Background: an optimization exercise with open tools, aiming at small area and a short achievable clock period. Do not read the settings as production practice. Where RTL was checked, it was by simulation tests only, not by an equivalence proof against the original.

==> inputs of job 6154 <==
Design top_module, start of the top module:
module top_module(
    input [11:0] angleIn,
    input [11:0] setPoint,
    input [7:0] kp,
    input [7:0] ki,
    input [7:0] kd,
    input clk,
    input rst,
    output signed [8:0] dutyCycleOut
    );
Settings: LEC_CHECK=0, CAP_MARGIN=20, CORE_MARGIN=2, CORE_UTILIZATION=60, CTS_BUF_LIST=sky130_fd_sc_hd__clkbuf_8, SLEW_MARGIN=20, SYNTH_HIERARCHICAL=1; clock period 16.0 ns.
standard.sh (not shown) runs the stock make flow with config.mk's settings and CLKGATE_MAP_FILE= SYNTH_SCRIPT=/design/flow/synth_recipe.tcl, a recipe that flattens the netlist after the stock synthesis.
==> flow/flow/run.sh <==
#!/bin/bash
# Standard layout, with timing repair aimed past the clock period (the SDC is
# unchanged) and ordinary buffers on the ports instead of delay cells.
set -euo pipefail
MARGIN=$(cat flow/margin.txt)
bash standard.sh SETUP_SLACK_MARGIN=$MARGIN \
  BUFFER_PORTS_ARGS="-buffer_cell sky130_fd_sc_hd__buf_1" MATCH_CELL_FOOTPRINT=0 SETUP_MOVE_SEQUENCE=unbuffer,sizeup,swap finish > standard_make.log 2>&1
==> flow/flow/margin.txt <==
11.5
==> job 2492 (differences from job 6154) <==
==> flow/flow/margin.txt (replaced) <==
11.3
==> notes <==
Via count is the same in job 2492 and job 6154.
Against job 6154, the design area of job 2492 is lower by 0.73%.
In flip-flop and latch count, job 6154 and job 2492 do not differ.
Against job 6154, the maximum frequency of job 2492 is higher by about 0.9%.
In area after synthesis, job 6154 and job 2492 do not differ.
In job 6154 the utilization is higher than in job 2492, by 0.48 points.
Cell count is about the same in job 6154 and job 2492.
Of job 6154 and job 2492, job 2492 has the higher register-to-register slack (gap 50 ps).
In die area, job 6154 and job 2492 do not differ.
Function was not checked in any run of this note: the RTL went through the layout flow alone.

---

==> v3: inputs <==
==> flow/design.v <==
`default_nettype none
module top_module(
    input [11:0] angleIn,
    input [11:0] setPoint,
    input [7:0] kp,
    input [7:0] ki,
    input [7:0] kd,
    input clk,
    input rst,
    output signed [8:0] dutyCycleOut
    );
    reg signed [12:0] e_r;       
    reg signed [13:0] d_r;       
    reg [7:0] kp_r, ki_r, kd_r;
    reg rst_r;
    reg signed [20:0] integ;     
    reg signed [22:0] s_r;       
    wire signed [12:0] e = $signed({1'b0, setPoint}) - $signed({1'b0, angleIn});
    wire signed [13:0] d = $signed({2'b0, setPoint}) - $signed({2'b0, angleIn}) - e_r;
    wire signed [22:0] s = e_r * $signed({1'b0, kp_r}) + d_r * $signed({1'b0, kd_r}) + integ;
    wire signed [20:0] isum = integ + e_r * $signed({1'b0, ki_r});
    always @(posedge clk) begin
        rst_r <= rst;
        e_r <= rst ? 13'sd0 : e;
        d_r <= d;
        kp_r <= kp;
        ki_r <= ki;
        kd_r <= kd;
        if (rst_r) integ <= 0;
        else if (integ > 255) integ <= 255;
        else if (integ < -255) integ <= -255;
        else integ <= isum;
        s_r <= (rst | rst_r) ? 23'sd0 : s;
    end
    assign dutyCycleOut = (s_r > 255) ? 9'sd255 : (s_r < -255) ? -9'sd255 : s_r[8:0];
endmodule
==> flow/run.sh <==
#!/bin/bash
# synth_recipe.tcl (not shown) runs the flow's synth.tcl, then flattens the netlist and writes it again
# the make line also repeats each setting of config.mk as NAME=value (left out here)
make -C /OpenROAD-flow-scripts/flow DESIGN_CONFIG=/design/flow/config.mk WORK_HOME=/design/flow/orfs CLKGATE_MAP_FILE= SYNTH_SCRIPT=/design/flow/synth_recipe.tcl finish
==> flow/config.mk <==
export PLATFORM = sky130hd
export DESIGN_NAME = top_module
export DESIGN_NICKNAME = top_module
export VERILOG_FILES = /design/flow/design.v
export SDC_FILE = /design/flow/constraint.sdc
export NUM_CORES = 4
export LEC_CHECK = 0
export CAP_MARGIN = 20
export CORE_MARGIN = 2
export CORE_UTILIZATION = 40
export SLEW_MARGIN = 20
==> flow/constraint.sdc <==
create_clock -name core_clock -period 16.0 [get_ports {clk}]
set_input_delay 3.2000 -clock core_clock [delete_from_list [all_inputs] [get_ports {clk}]]
set_output_delay 3.2000 -clock core_clock [all_outputs]
set_load 0.01 [all_outputs]
==> v22: changes against v3 <==
==> flow/design.v (replaced) <==
`default_nettype none
module top_module(
    input [11:0] angleIn,
    input [11:0] setPoint,
    input [7:0] kp,
    input [7:0] ki,
    input [7:0] kd,
    input clk,
    input rst,
    output reg signed [8:0] dutyCycleOut
    ); 
    wire signed [12:0] error;
    errorCalc errCalcInst(angleIn, setPoint, error);   
    reg signed [12:0] prevError;
    wire signed [20:0] proportional;
    reg signed [28:0] integral;
    wire signed [21:0] derivative;
    reg signed [29:0] pidOut;
    wire signed [8:0] kpS = {1'b0, kp};
    wire signed [8:0] kiS = {1'b0, ki};
    wire signed [8:0] kdS = {1'b0, kd};
    assign proportional = error * kpS;
    assign derivative = (error - prevError) * kdS;
    always @(posedge clk) begin
        if (rst) begin
            integral <= 0;
            prevError <= 0;
            pidOut <= 0;
            dutyCycleOut <= 0;
        end else begin
        integral <= integral + (error * kiS);
        if(integral > 255) integral <= 255;
        if(integral < -255) integral <= -255;
        prevError <= error;
        pidOut <= proportional + integral + derivative;
        if(pidOut > 255) dutyCycleOut <= 255;
        else if(pidOut < -255) dutyCycleOut <= -255;
        else dutyCycleOut <= pidOut[8:0];
        end
    end
endmodule
module errorCalc(
    input [11:0] angleIn,
    input [11:0] setPoint,
    output signed [12:0] error
);
    wire [12:0] carryWire;
    assign carryWire[0] = 1'b1;
    assign error[0] = carryWire[0]^(setPoint[0]^(~angleIn[0]));
    assign carryWire[1] = (carryWire[0]&(setPoint[0]^(~angleIn[0])))|((~angleIn[0])&setPoint[0]);
    assign error[1] = carryWire[1]^(setPoint[1]^(~angleIn[1]));
    assign carryWire[2] = (carryWire[1]&(setPoint[1]^(~angleIn[1])))|((~angleIn[1])&setPoint[1]);
    assign error[2] = carryWire[2]^(setPoint[2]^(~angleIn[2]));
    assign carryWire[3] = (carryWire[2]&(setPoint[2]^(~angleIn[2])))|((~angleIn[2])&setPoint[2]);
    assign error[3] = carryWire[3]^(setPoint[3]^(~angleIn[3]));
    assign carryWire[4] = (carryWire[3]&(setPoint[3]^(~angleIn[3])))|((~angleIn[3])&setPoint[3]);
    assign error[4] = carryWire[4]^(setPoint[4]^(~angleIn[4]));
    assign carryWire[5] = (carryWire[4]&(setPoint[4]^(~angleIn[4])))|((~angleIn[4])&setPoint[4]);
    assign error[5] = carryWire[5]^(setPoint[5]^(~angleIn[5]));
    assign carryWire[6] = (carryWire[5]&(setPoint[5]^(~angleIn[5])))|((~angleIn[5])&setPoint[5]);
    assign error[6] = carryWire[6]^(setPoint[6]^(~angleIn[6]));
    assign carryWire[7] = (carryWire[6]&(setPoint[6]^(~angleIn[6])))|((~angleIn[6])&setPoint[6]);
    assign error[7] = carryWire[7]^(setPoint[7]^(~angleIn[7]));
    assign carryWire[8] = (carryWire[7]&(setPoint[7]^(~angleIn[7])))|((~angleIn[7])&setPoint[7]);
    assign error[8] = carryWire[8]^(setPoint[8]^(~angleIn[8]));
    assign carryWire[9] = (carryWire[8]&(setPoint[8]^(~angleIn[8])))|((~angleIn[8])&setPoint[8]);
    assign error[9] = carryWire[9]^(setPoint[9]^(~angleIn[9]));
    assign carryWire[10] = (carryWire[9]&(setPoint[9]^(~angleIn[9])))|((~angleIn[9])&setPoint[9]);
    assign error[10] = carryWire[10]^(setPoint[10]^(~angleIn[10]));
    assign carryWire[11] = (carryWire[10]&(setPoint[10]^(~angleIn[10])))|((~angleIn[10])&setPoint[10]);
    assign error[11] = carryWire[11]^(setPoint[11]^(~angleIn[11]));
    assign carryWire[12] = (carryWire[11]&(setPoint[11]^(~angleIn[11])))|((~angleIn[11])&setPoint[11]);
    assign error[12] = ~carryWire[12];
endmodule
==> v6: changes against v3 <==
- ABC_CLOCK_PERIOD_IN_PS: unset -> 4000
==> results by group <==
Worst setup path
  • Largest stage delay on the critical path: 0.46 ns

Synth
  • Mapped Nets: between 2000 and 2500
  • Ranking of synthesized cells by area: fa_1, ha_1, dfxtp_1

Layout
  • Max reg flops: 23

Outcome
  • Status: no timing/DRC/antenna violations

Route
  • Vias per inst: around 4.8
(the above is from v3)
==> results by group <==
Outcome
  • Status: no timing/DRC/antenna violations

Synth
  • Top-count cell post-synth: inv_1
  • Ranking of synthesized cells by area: fa_1, ha_1, dfxtp_1

Layout
  • Max reg flops: 23

Route
  • Vias per inst: 4.83
(the above is from v6)
==> results by group <==
Layout
  • Max reg flops: 30

Worst setup path
  • Largest stage delay on the critical path: approximately 0.70 ns

Outcome
  • Status: no timing/DRC/antenna violations

Synth
  • Ranking of synthesized cells by area: fa_1, ha_1, dfxtp_1
  • Mapped Nets: roughly 2600
(the above is from v22)
Function was not checked in any run of this note: the RTL went through the layout flow alone.

---

==> job 3565 <==
top_module, a different RTL version from the one above (not shown whole).
clock: 16.0 ns
lec_check: 0
cap_margin: 20
core_margin: 2
core_utilization: 60
cts_buf_list: sky130_fd_sc_hd__clkbuf_8
slew_margin: 20
synth_hierarchical: 1
==> flow/flow/run.sh <==
#!/bin/bash
# The standard layout (standard.sh, unchanged synthesis), with:
#  - timing repair aimed past the clock period: SETUP_SLACK_MARGIN from
#    flow/margin.txt, repair limited to sizing moves (the SDC is unchanged);
#  - plain buffers (buf_1, resized as needed) on the ports instead of delay cells;
#  - sizing not restricted to the same cell footprint.
set -euo pipefail
MARGIN=$(cat flow/margin.txt)
bash standard.sh SETUP_SLACK_MARGIN=$MARGIN \
  BUFFER_PORTS_ARGS="-buffer_cell sky130_fd_sc_hd__buf_1" MATCH_CELL_FOOTPRINT=0 \
  SETUP_MOVE_SEQUENCE=unbuffer,sizeup,swap finish > standard_make.log 2>&1
==> flow/flow/margin.txt <==
11.4
==> job 977 (differences from job 3565) <==
--- a/flow/design.v
+++ b/flow/design.v
@@ -14,16 +14,14 @@
     reg [8:0] kpd_r;             
     reg [7:0] kd_r, ki_r;
     reg rst_r;                   
     reg [20:0] in_r;             
     reg [8:0] ylo_r;             
     reg inr_r;                   
     reg pos_r;                   
-    reg outr_r;                  
-    reg neg_r;                   
     wire signed [20:0] integ = ~in_r;
     wire w1;
     wire w2;
     wire w3;
     wire w4;
     wire w5;
     wire w6;
@@ -1392,25 +1390,21 @@
         if (rst_r) in_r <= ~21'd0;
         else if (integ > 255) in_r <= ~21'd255;
         else if (integ < -255) in_r <= ~(-21'sd255);
         else in_r <= isum_n;
         if (rst | rst_r) begin
             ylo_r <= 9'd0;
             inr_r <= 1'b1;
-            outr_r <= 1'b0;
         end else begin
             ylo_r <= y_lo;
             inr_r <= in_range;
-            outr_r <= ~in_range;
         end
         pos_r <= s_pos;
-        neg_r <= ~s_pos;
     end
-    assign dutyCycleOut[3:0] = inr_r ? ylo_r[3:0] : {{3{pos_r}}, 1'b1};
-    assign dutyCycleOut[8:4] = outr_r ? {neg_r, {4{~neg_r}}} : ylo_r[8:4];
+    assign dutyCycleOut = inr_r ? ylo_r : pos_r ? 9'sd255 : -9'sd255;
 endmodule
 module pid_fa(input a, input b, input ci, output s, output co);
     assign s = a ^ b ^ ci;
     assign co = (a & b) | (ci & (a ^ b));
 endmodule
 module pid_ha(input a, input b, output s, output co);
     assign s = a ^ b;
==> flow/config.mk (replaced) <==
export PLATFORM = sky130hd
export DESIGN_NAME = top_module
export DESIGN_NICKNAME = top_module
export VERILOG_FILES = /design/flow/design.v
export SDC_FILE = /design/flow/constraint.sdc
export NUM_CORES = 4
export LEC_CHECK = 0
export CAP_MARGIN = 20
export CORE_MARGIN = 2
export CORE_UTILIZATION = 55
export CTS_BUF_LIST = sky130_fd_sc_hd__clkbuf_8
export SLEW_MARGIN = 20
export SYNTH_HIERARCHICAL = 1
==> job 4905 (differences from job 3565) <==
--- a/flow/design.v
+++ b/flow/design.v
@@ -14,16 +14,14 @@
     reg [8:0] kpd_r;             
     reg [7:0] kd_r, ki_r;
     reg rst_r;                   
     reg [20:0] in_r;             
     reg [8:0] ylo_r;             
     reg inr_r;                   
     reg pos_r;                   
-    reg outr_r;                  
-    reg neg_r;                   
     wire signed [20:0] integ = ~in_r;
     wire w1;
     wire w2;
     wire w3;
     wire w4;
     wire w5;
     wire w6;
@@ -1392,25 +1390,21 @@
         if (rst_r) in_r <= ~21'd0;
         else if (integ > 255) in_r <= ~21'd255;
         else if (integ < -255) in_r <= ~(-21'sd255);
         else in_r <= isum_n;
         if (rst | rst_r) begin
             ylo_r <= 9'd0;
             inr_r <= 1'b1;
-            outr_r <= 1'b0;
         end else begin
             ylo_r <= y_lo;
             inr_r <= in_range;
-            outr_r <= ~in_range;
         end
         pos_r <= s_pos;
-        neg_r <= ~s_pos;
     end
-    assign dutyCycleOut[3:0] = inr_r ? ylo_r[3:0] : {{3{pos_r}}, 1'b1};
-    assign dutyCycleOut[8:4] = outr_r ? {neg_r, {4{~neg_r}}} : ylo_r[8:4];
+    assign dutyCycleOut = inr_r ? ylo_r : pos_r ? 9'sd255 : -9'sd255;
 endmodule
 module pid_fa(input a, input b, input ci, output s, output co);
     assign s = a ^ b ^ ci;
     assign co = (a & b) | (ci & (a ^ b));
 endmodule
 module pid_ha(input a, input b, output s, output co);
     assign s = a ^ b;
==> flow/flow/run.sh (replaced) <==
#!/bin/bash
# Standard layout, with timing repair aimed past the clock period (the SDC is
# unchanged) and ordinary buffers on the ports instead of delay cells.
set -euo pipefail
MARGIN=$(cat flow/margin.txt)
bash standard.sh SETUP_SLACK_MARGIN=$MARGIN \
  BUFFER_PORTS_ARGS="-buffer_cell sky130_fd_sc_hd__buf_1" MATCH_CELL_FOOTPRINT=0 SETUP_MOVE_SEQUENCE=unbuffer,sizeup,swap finish > standard_make.log 2>&1
==> impl_metrics.json <==
{
  "outcome": "complete, no violations",
  "routed_via_density": 5.74,
  "endpoint": "dutyCycleOut[7]",
  "drt-total-wl_mm": 30.6,
  "seq_share_pct": 13.7,
  "crit_start": "inr_r",
  "num_rows": 52,
  "synthAdderAreaFrac_pct": 57.0,
  "path_cells": "nand2b_1, nand2_1, buf_1",
  "cp.required_ps": 12800,
  "placed_cell_area_sq_um": 12800,
  "synth.avg_cell_area_sq_um": 10.1,
  "fin_crit_sh_pct": 29.2
}
(the above is from job 4905)
==> impl_metrics.json <==
{
  "outcome": "complete, no violations",
  "num_rows": 54,
  "cp.required_ps": 12800,
  "synth.avg_cell_area_sq_um": 10.1,
  "drt-total-wl_mm": 30.6,
  "fin_crit_sh_pct": 29.1,
  "endpoint": "dutyCycleOut[3]",
  "placed_cell_area_sq_um": 12800,
  "routed_via_density": 5.67,
  "seq_share_pct": 13.6,
  "crit_start": "inr_r",
  "path_cells": "nand2b_1, nand2_1, buf_1",
  "synthAdderAreaFrac_pct": 57.0
}
(the above is from job 977)
==> impl_metrics.json <==
{
  "outcome": "complete, no violations",
  "num_rows": 52,
  "drt-total-wl_mm": 29.8,
  "path_cells": "nand2_4, fa_2, fa_1, fa_1, fa_1, fa_1, ha_2, inv_1, fa_1, inv_1, a31o_1, fa_2, xnor2_2, nor4_2, nand4_1, o21ai_1, inv_1",
  "routed_via_density": 5.80,
  "fin_crit_sh_pct": 30.0,
  "seq_share_pct": 13.8,
  "cp.required_ps": 16280,
  "synthAdderAreaFrac_pct": 56.7,
  "synth.avg_cell_area_sq_um": 10.2,
  "placed_cell_area_sq_um": 12800
}
(the above is from job 3565)
Function not checked in job 3565: the RTL went through the layout flow alone.

## what the ideal ports hide
Ports are ideal in the flow. The routed layouts listed here were re-timed in OpenROAD.
Step 1 (the two cells are an assumption about what drives the block):
set clk [get_ports {clk}]
set_driving_cell -lib_cell sky130_fd_sc_hd__clkbuf_16 $clk
set_driving_cell -lib_cell sky130_fd_sc_hd__buf_2 [delete_from_list [all_inputs] $clk]
Step 2, shift: input delay + t, output delay - t, t = (earliest + latest rising clock arrival at the registers) / 2. This alone moves slack from input paths to output paths.
Slacks: ideal ports / drivers / drivers and shift; pairs: ideal ports / drivers.
| run | shift t [ns] | slack for setup (ns) | worst register clock-pin slew, ns |
|---|---|---|---|
| job 6154 | 0.425 | 11.081 / 11.081 / 10.836 | 0.10 / 0.10 |
| job 2492 | 0.439 | 11.127 / 11.127 / 10.924 | 0.11 / 0.11 |
| v3 | 0.441 | 9.649 / 9.677 / 9.236 | 0.08 / 0.08 |
| v22 | 0.396 | 0.476 / 0.501 / 0.105 | 0.07 / 0.07 |
| v6 | 0.441 | 9.649 / 9.677 / 9.236 | 0.08 / 0.08 |
| job 3565 | 0.420 | 11.204 / 11.204 / 10.784 | 0.10 / 0.10 |
| job 977 | 0.426 | 11.341 / 11.299 / 11.017 | 0.11 / 0.11 |
| job 4905 | 0.429 | 11.321 / 11.275 / 11.032 | 0.11 / 0.11 |
After both steps every run listed still meets setup and hold. The setup slack of job 3565, which loses most, moves by 0.000 ns with the drivers and by -0.420 ns with both steps.
